Context: an optimization exercise on an open-source flow, tuned for small area. The choices shown serve that exercise and are no tape-out recipe.
Only simulation tests tie the RTL to the original design; equivalence was not proved.
No driver is modelled on the clock port, so clock power and skew are understated where the tree is cut down; a real chip needs a root buffer or a tree.

## lcd16x2_ctrl
module lcd16x2_ctrl #(
    parameter integer CLK_PERIOD_NS = 20   
)(
    input  logic        clk,
    input  logic        rst,
    output logic        lcd_e,
    output logic        lcd_rs,
    output logic        lcd_rw,
    output logic [7:4]  lcd_db,
    input  logic [127:0] line1_buffer,   
    input  logic [127:0] line2_buffer
);
Size in the first run: roughly 26 flip-flops.
==> flow/config.mk <==
export PLATFORM = sky130hd
export DESIGN_NAME = lcd16x2_ctrl
export DESIGN_NICKNAME = lcd16x2_ctrl
export VERILOG_FILES = /design/flow/design.v
export SDC_FILE = /design/flow/constraint.sdc
export NUM_CORES = 4
export LEC_CHECK = 0
export CAP_MARGIN = 20
export CORE_MARGIN = 2
export CORE_UTILIZATION = 40
export SLEW_MARGIN = 20
export BUFFER_PORTS_ARGS = -buffer_cell sky130_fd_sc_hd__buf_1
export CTS_ARGS = -sink_clustering_enable -repair_clock_nets -dont_use_dummy_load
export POST_CTS_TCL = /design/flow/flow/single_clkbuf.tcl
==> flow/constraint.sdc <==
create_clock -name core_clock -period 20.0 [get_ports {clk}]
set_input_delay 4.0000 -clock core_clock [delete_from_list [all_inputs] [get_ports {clk}]]
set_output_delay 4.0000 -clock core_clock [all_outputs]
set_load 0.01 [all_outputs]
standard.sh (not shown) runs the stock make flow with config.mk's settings and CLKGATE_MAP_FILE= SYNTH_SCRIPT=/design/flow/synth_recipe.tcl, a recipe that flattens the netlist after the stock synthesis.
==> flow/flow/run.sh <==
#!/bin/bash
# Layout flow: the standard ORFS flow (standard.sh) with these changes:
#  - synthesis keeps the character-mux module (lcd16x2_ctrl_nib) apart until
#    mapping and maps it with an ABC script that keeps its gate structure
#    (abc_nib.script); the rest is mapped with an area script (abc_ctl.script).
#    Otherwise it is the standard flow's synthesis script (own_synth.tcl), flattened and
#    renamed as synth_recipe.tcl does.
#    Yosys's adder mapping (ADDER_MAP_FILE) is off, so ABC maps the counters too;
#  - the port buffers are the smallest buffer cell (buf_1);
#  - clock tree: CTS with the arguments in cts_args.txt, then replaced by one
#    clkbuf_16 that drives every register (single_clkbuf.tcl, the POST_CTS_TCL
#    hook).
# The standard synthesis is also run (in orfs_std/) and its registers are
# compared with ours: same instance names and cell types, or the flow stops.
set -euo pipefail
W=$(pwd)
F=$W/flow
R=orfs/results/$FLOW_PLATFORM/lcd16x2_ctrl/base
echo 'export BUFFER_PORTS_ARGS = -buffer_cell sky130_fd_sc_hd__buf_1' >> config.mk
if [[ -f $F/cts_args.txt ]]; then echo "export CTS_ARGS = $(cat $F/cts_args.txt)" >> config.mk; fi
if [[ -f $F/single_clkbuf.tcl ]]; then echo "export POST_CTS_TCL = $F/single_clkbuf.tcl" >> config.mk; fi

mk=$(grep '^make ' standard.sh)
own=$(echo "$mk" | sed -e "s#SYNTH_SCRIPT=[^ ]*#SYNTH_SCRIPT=$F/own_synth.tcl SYNTH_HIERARCHICAL=1 ADDER_MAP_FILE=#" -e 's#"${@:-finish}"#synth#')
std=$(echo "$mk" | sed -e "s#WORK_HOME=[^ ]*#WORK_HOME=$W/orfs_std#" -e 's#"${@:-finish}"#synth#')

# standard synthesis, for its register list
eval "$std" > std_synth.log 2>&1
# own synthesis, into the work folder the rest of the flow uses
export OWN_ABC_CTL=$F/abc_ctl.script OWN_ABC_NIB=$F/abc_nib.script
eval "$own" > own_synth.log 2>&1

regs() { grep -oE '^ *sky130_fd_sc_hd__(df|edf|sdf|dl)[a-z0-9_]+ +[^ ]+' "$1" | awk '{print $1, $2}' | sort; }
regs orfs_std/results/$FLOW_PLATFORM/lcd16x2_ctrl/base/1_2_yosys.v > regs_std.txt
regs $R/1_2_yosys.v > regs_own.txt
if ! cmp -s regs_std.txt regs_own.txt; then
  echo "register mismatch between standard and own synthesis" >&2
  diff regs_std.txt regs_own.txt >&2 || true
  exit 1
fi
echo "registers match: $(wc -l < regs_own.txt)"

bash standard.sh > standard.log 2>&1
==> flow/flow/single_clkbuf.tcl <==
# POST_CTS_TCL hook: replace the clock tree that CTS built with a single clock
# buffer (clkbuf_16) that drives every register's clock pin directly, placed
# at the registers' centre; then legalise the placement again.
set block [ord::get_db_block]
set sinks {}
set old_bufs {}
foreach inst [$block getInsts] {
  set m [[$inst getMaster] getName]
  if { [string match "sky130_fd_sc_hd__clkbuf_*" $m] } { lappend old_bufs $inst }
  if { [string match "sky130_fd_sc_hd__df*" $m] } { lappend sinks [$inst findITerm CLK] }
}
puts "single_clkbuf: [llength $sinks] clock pins; replacing [llength $old_bufs] clock buffers"
set net [odb::dbNet_create $block clkroot_net]
$net setSigType CLOCK
foreach it $sinks { $it disconnect; $it connect $net }
foreach inst $old_bufs {
  set onet [[$inst findITerm X] getNet]
  odb::dbInst_destroy $inst
  if { $onet ne "NULL" && [llength [$onet getITerms]] == 0 } { odb::dbNet_destroy $onet }
}
set bi [odb::dbInst_create $block [[ord::get_db] findMaster sky130_fd_sc_hd__clkbuf_16] clkroot_buf]
[$bi findITerm A] connect [$block findNet clk]
[$bi findITerm X] connect $net
set sx 0; set sy 0
foreach it $sinks {
  set loc [[$it getInst] getLocation]
  set sx [expr { $sx + [lindex $loc 0] }]; set sy [expr { $sy + [lindex $loc 1] }]
}
$bi setLocation [expr { $sx / [llength $sinks] }] [expr { $sy / [llength $sinks] }]
$bi setPlacementStatus PLACED
detailed_placement
check_placement -verbose
estimate_parasitics -placement
Other scripts of this flow, unchanged in this note and not shown: flow/flow/abc_ctl.script, flow/flow/abc_nib.script, flow/flow/cts_args.txt, flow/flow/own_synth.tcl
The first run completed without violations.
Then changed:
--- a/flow/flow/run.sh
+++ b/flow/flow/run.sh
@@ -7 +7 @@
-#    renamed as synth_recipe.tcl does.
+#    renamed as synth_recipe.tcl does;
@@ -10,3 +10 @@
-#  - clock tree: CTS with the arguments in cts_args.txt, then replaced by one
-#    clkbuf_16 that drives every register (single_clkbuf.tcl, the POST_CTS_TCL
-#    hook).
+#  - clock tree: CTS_ARGS below.
@@ -21 +18,0 @@
-if [[ -f $F/single_clkbuf.tcl ]]; then echo "export POST_CTS_TCL = $F/single_clkbuf.tcl" >> config.mk; fi
POST_CTS_TCL = unset   (was /design/flow/flow/single_clkbuf.tcl)
removed: flow/flow/single_clkbuf.tcl
- sequential cell count stays the same
- wire length is higher slightly
- utilization rose by 0.38 points
- global-route usage grows by 0.46 points
- cell count came out higher slightly
The clock cells of the first run of this note come from the design's own scripts or RTL, not from TritonCTS.

what the ideal ports hide:
The flow's constraints put no driver on any port. The routed layouts listed below were extracted and timed again, unchanged, in two steps.
Step 1, drivers: a clkbuf_16 drives clk and a buf_2 each remaining input, both assumed.
Step 2, shift: input delay + t, output delay - t, t = (earliest + latest rising clock arrival at the registers) / 2. This alone moves slack from input paths to output paths.
Slacks: no drivers / after step 1 / after step 2; pairs: no drivers / after step 1.
run | t (ns) | setup slack, ns | worst setup path after step 2 | worst slew at a driven data input, ns | pins driven straight from the clock port
the first run | 0.186 | 10.486 / 10.460 / 10.460 | input to output | 0.08 | 1
the second run | 0.294 | 10.511 / 10.485 / 10.485 | input to output | 0.08 | 1
After both steps every run listed still meets setup and hold.
